Source: an optimization exercise on an open RTL-to-GDS flow (aim: small area, a short achievable clock period and few clock cycles per item). Production flows keep margins and buffers that such runs may drop.
At most, simulation tests tie the RTL to the original design; equivalence was not proved.
No activity file was given, so power comes from the tool's default toggle rates.

Design ntt_core, start of the top module:
module ntt_core #(
    parameter WIDTH = 24
)(
    input  wire          clk,
    input  wire          rst_n,
    input  wire          start,
    output reg           done,
    output reg  [7:0]    ram_addr_a,
    output reg           ram_we_a,
    output reg  [WIDTH-1:0] ram_wdata_a,
    input  wire [WIDTH-1:0] ram_rdata_a,
    output reg  [7:0]    ram_addr_b,
    output reg           ram_we_b,
    output reg  [WIDTH-1:0] ram_wdata_b,
    input  wire [WIDTH-1:0] ram_rdata_b
);
Size: roughly 610 flip-flops, roughly 120 I/O pins.
clock: 10.0 ns
lec_check: 0
cap_margin: 20
core_margin: 2
core_utilization: 40
slew_margin: 20
standard.sh (not shown) runs the stock make flow with config.mk's settings and CLKGATE_MAP_FILE= SYNTH_SCRIPT=/design/flow/synth_recipe.tcl, a recipe that flattens the netlist after the stock synthesis.
==> flow/flow/run.sh <==
#!/bin/bash
# Layout flow: the standard ORFS flow (standard synthesis unchanged), with the
# setup repair aiming for more slack than the 10 ns clock needs, so that the
# resizer works on the design's real critical paths.
set -euo pipefail
MARGIN=$(cat flow/margin.txt)
bash standard.sh SETUP_SLACK_MARGIN=$MARGIN finish > standard.log 2>&1
==> flow/flow/margin.txt <==
6.5
Rerun with:
--- a/flow/design.v
+++ b/flow/design.v
@@ -14,26 +14,25 @@
             assign b1[i] = m ^ l;
             assign b2[i] = (h & ~m & ~l) | (~h & m & l);
         end
     endgenerate
 endmodule
 module modmul (
     input  wire        clk,
     input  wire [22:0] a,
     input  wire [11:0] bn,
     input  wire [11:0] b1,
     input  wire [11:0] b2,
-    output reg  [24:0] r
+    output reg  [23:0] r
 );
     localparam [24:0] Q = 25'd8380417;
-    localparam [24:0] NE = -25'd1055743;
     reg c0;
     reg c1;
     reg c2;
     reg c3;
     reg c4;
     reg c5;
     reg c6;
     reg c7;
     reg c8;
     reg c9;
     reg c10;
@@ -1121,41 +1120,46 @@
     reg  [33:0] t1;
     wire [33:0] r1a = {1'b0, p[45:13]};
     wire [33:0] r1b = {21'd0, p[12:0]};
     wire [33:0] r1c = {11'd0, ~p[12:0], 10'd0};
     wire [33:0] sm1 = r1a ^ r1b ^ r1c;
     wire [33:0] cy1 = (r1a & r1b) | (r1a & r1c) | (r1b & r1c);
     wire [23:0] r2a = {3'd0, t1[33:13]};
     wire [23:0] r2b = {11'd0, t1[12:0]};
     wire [23:0] r2c = {1'b0, ~t1[12:0], 10'd0};
     wire [23:0] sm2 = r2a ^ r2b ^ r2c;
     wire [23:0] cy2 = (r2a & r2b) | (r2a & r2c) | (r2b & r2c);
-    wire [24:0] q2a = {1'b0, sm2};
-    wire [24:0] q2b = {cy2, 1'b0};
-    wire [24:0] sm3 = q2a ^ q2b ^ NE;
-    wire [24:0] cy3 = (q2a & q2b) | (q2a & NE) | (q2b & NE);
     always @(posedge clk) begin
         p  <= ps + pc;
         t1 <= sm1 + {cy1[32:0], 1'b0};
-        r  <= sm3 + {cy3[23:0], 1'b0};
+        r  <= sm2 + {cy2[22:0], 1'b0};
     end
 endmodule
 `timescale 1ns / 1ps
 module bfly_add1 (
     input  wire [22:0] u,
-    input  wire [24:0] x,      
+    input  wire [23:0] x,      
     output wire [24:0] s,      
     output wire [24:0] d       
 );
-    assign s = {2'd0, u} + x;
-    assign d = {2'd0, u} - x;
+    localparam [24:0] KS = -25'd1055743;        
+    localparam [24:0] KD = 25'd1055744;         
+    wire [24:0] uu = {2'd0, u};
+    wire [24:0] xs = {1'b0, x};
+    wire [24:0] xd = ~{1'b0, x};
+    wire [24:0] ss = uu ^ xs ^ KS;
+    wire [24:0] sc = (uu & xs) | (uu & KS) | (xs & KS);
+    wire [24:0] ds = uu ^ xd ^ KD;
+    wire [24:0] dc = (uu & xd) | (uu & KD) | (xd & KD);
+    assign s = ss + {sc[23:0], 1'b0};
+    assign d = ds + {dc[23:0], 1'b0};
 endmodule
 module bfly_red (
     input  wire [24:0] a,      
     output wire [22:0] r       
 );
     wire        neg = a[24];
     wire        ge  = ~neg & (a[23] | ((&a[22:13]) & (|a[12:0])));    
     wire [22:0] ap  = a[22:0] - 23'd8191;                                
     wire [22:0] am  = a[22:0] + 23'd8191;                                
     assign r = neg ? ap : (ge ? am : a[22:0]);
 endmodule
@@ -1232,23 +1236,23 @@
     wire [7:0]  pa_n   = useb_n ? {ya_n, brv4(xa_n)} : {xa_n, brv4(ya_n)};
     wire [7:0]  pb_n   = useb_n ? {yb_n, brv4(xb_n)} : {xb_n, brv4(yb_n)};
     wire        pwe_n  = (pj_n >= 3'd2);
     reg  [22:0] V;                  
     reg  [22:0] H;                  
     reg  [24:0] SA, DA;             
     reg  [22:0] U1, U2, U3, U4, U5; 
     reg  [7:0]  tidx;               
     reg  [7:0]  tidxn;              
     reg  [22:0] Z;                  
     reg  [11:0] Wn, W1, W2;         
-    wire [24:0] T;                  
+    wire [23:0] T;                  
     wire [24:0] SA_n, DA_n;
     wire [22:0] S_n, D_n;
     wire [22:0] z_rom;
     wire [11:0] zn, z1, z2;
     wire [1:0]  ph = cn[1:0] - 2'd1;     
     wire [22:0] S  = ram_wdata_a[22:0];    
     wire [22:0] D  = ram_wdata_b[22:0];
     wire [10:0] ci  = cn + 11'd2;
     wire [7:0]  gk  = ci[9:2];
     wire [7:0]  gz1 = (ci[1:0] == 2'd2) ? gk : gk - 8'd1;    
     wire [7:0]  gz2 = gk - 8'd2;                             
Utilization is about the same.
Sequential power barely changes.
Clock-buffer cell count went up by 4.
Setup slack is better by 0.13 ns.
Cell count went down by about 0.6%.
Sequential share of layout area stays flat.
Global-route usage barely changes.
Wire length went up by about 0.4%.
Clock power went down by about 4%.
Area after synthesis barely changes.
Testbench counts after the change, summed over its fixed seeds: cycles 29,240, transforms 24.
Only the layout flow was run in the first run of this note; the RTL was not checked for function there.

afterwards: timing with drivers on the ports:
The results above use ideal ports. As a check the final layouts listed here were re-extracted and re-timed, cells and wires unchanged.
Step 1: set_driving_cell puts a clkbuf_16 on clk and a buf_2 on each other input, an assumption about the parent block.
Step 2 also shifts input and output timing later by t, the mid clock arrival at the registers, as if the neighbouring blocks saw the same clock.
Three values: ideal, step 1, step 2; two values: the first two.
| run | shift t [ns] | setup slack, ns | hold WS [ns] | worst data-port slew with drivers (ns) |
|---|---|---|---|---|
| the first run | 0.706 | 6.385 / 6.385 / 6.385 | 0.305 / 0.305 / 0.305 | 0.09 |
| the second run | 0.687 | 6.516 / 6.499 / 6.516 | 0.325 / 0.325 / 0.325 | 0.09 |
After both steps setup and hold are still met in every run listed.
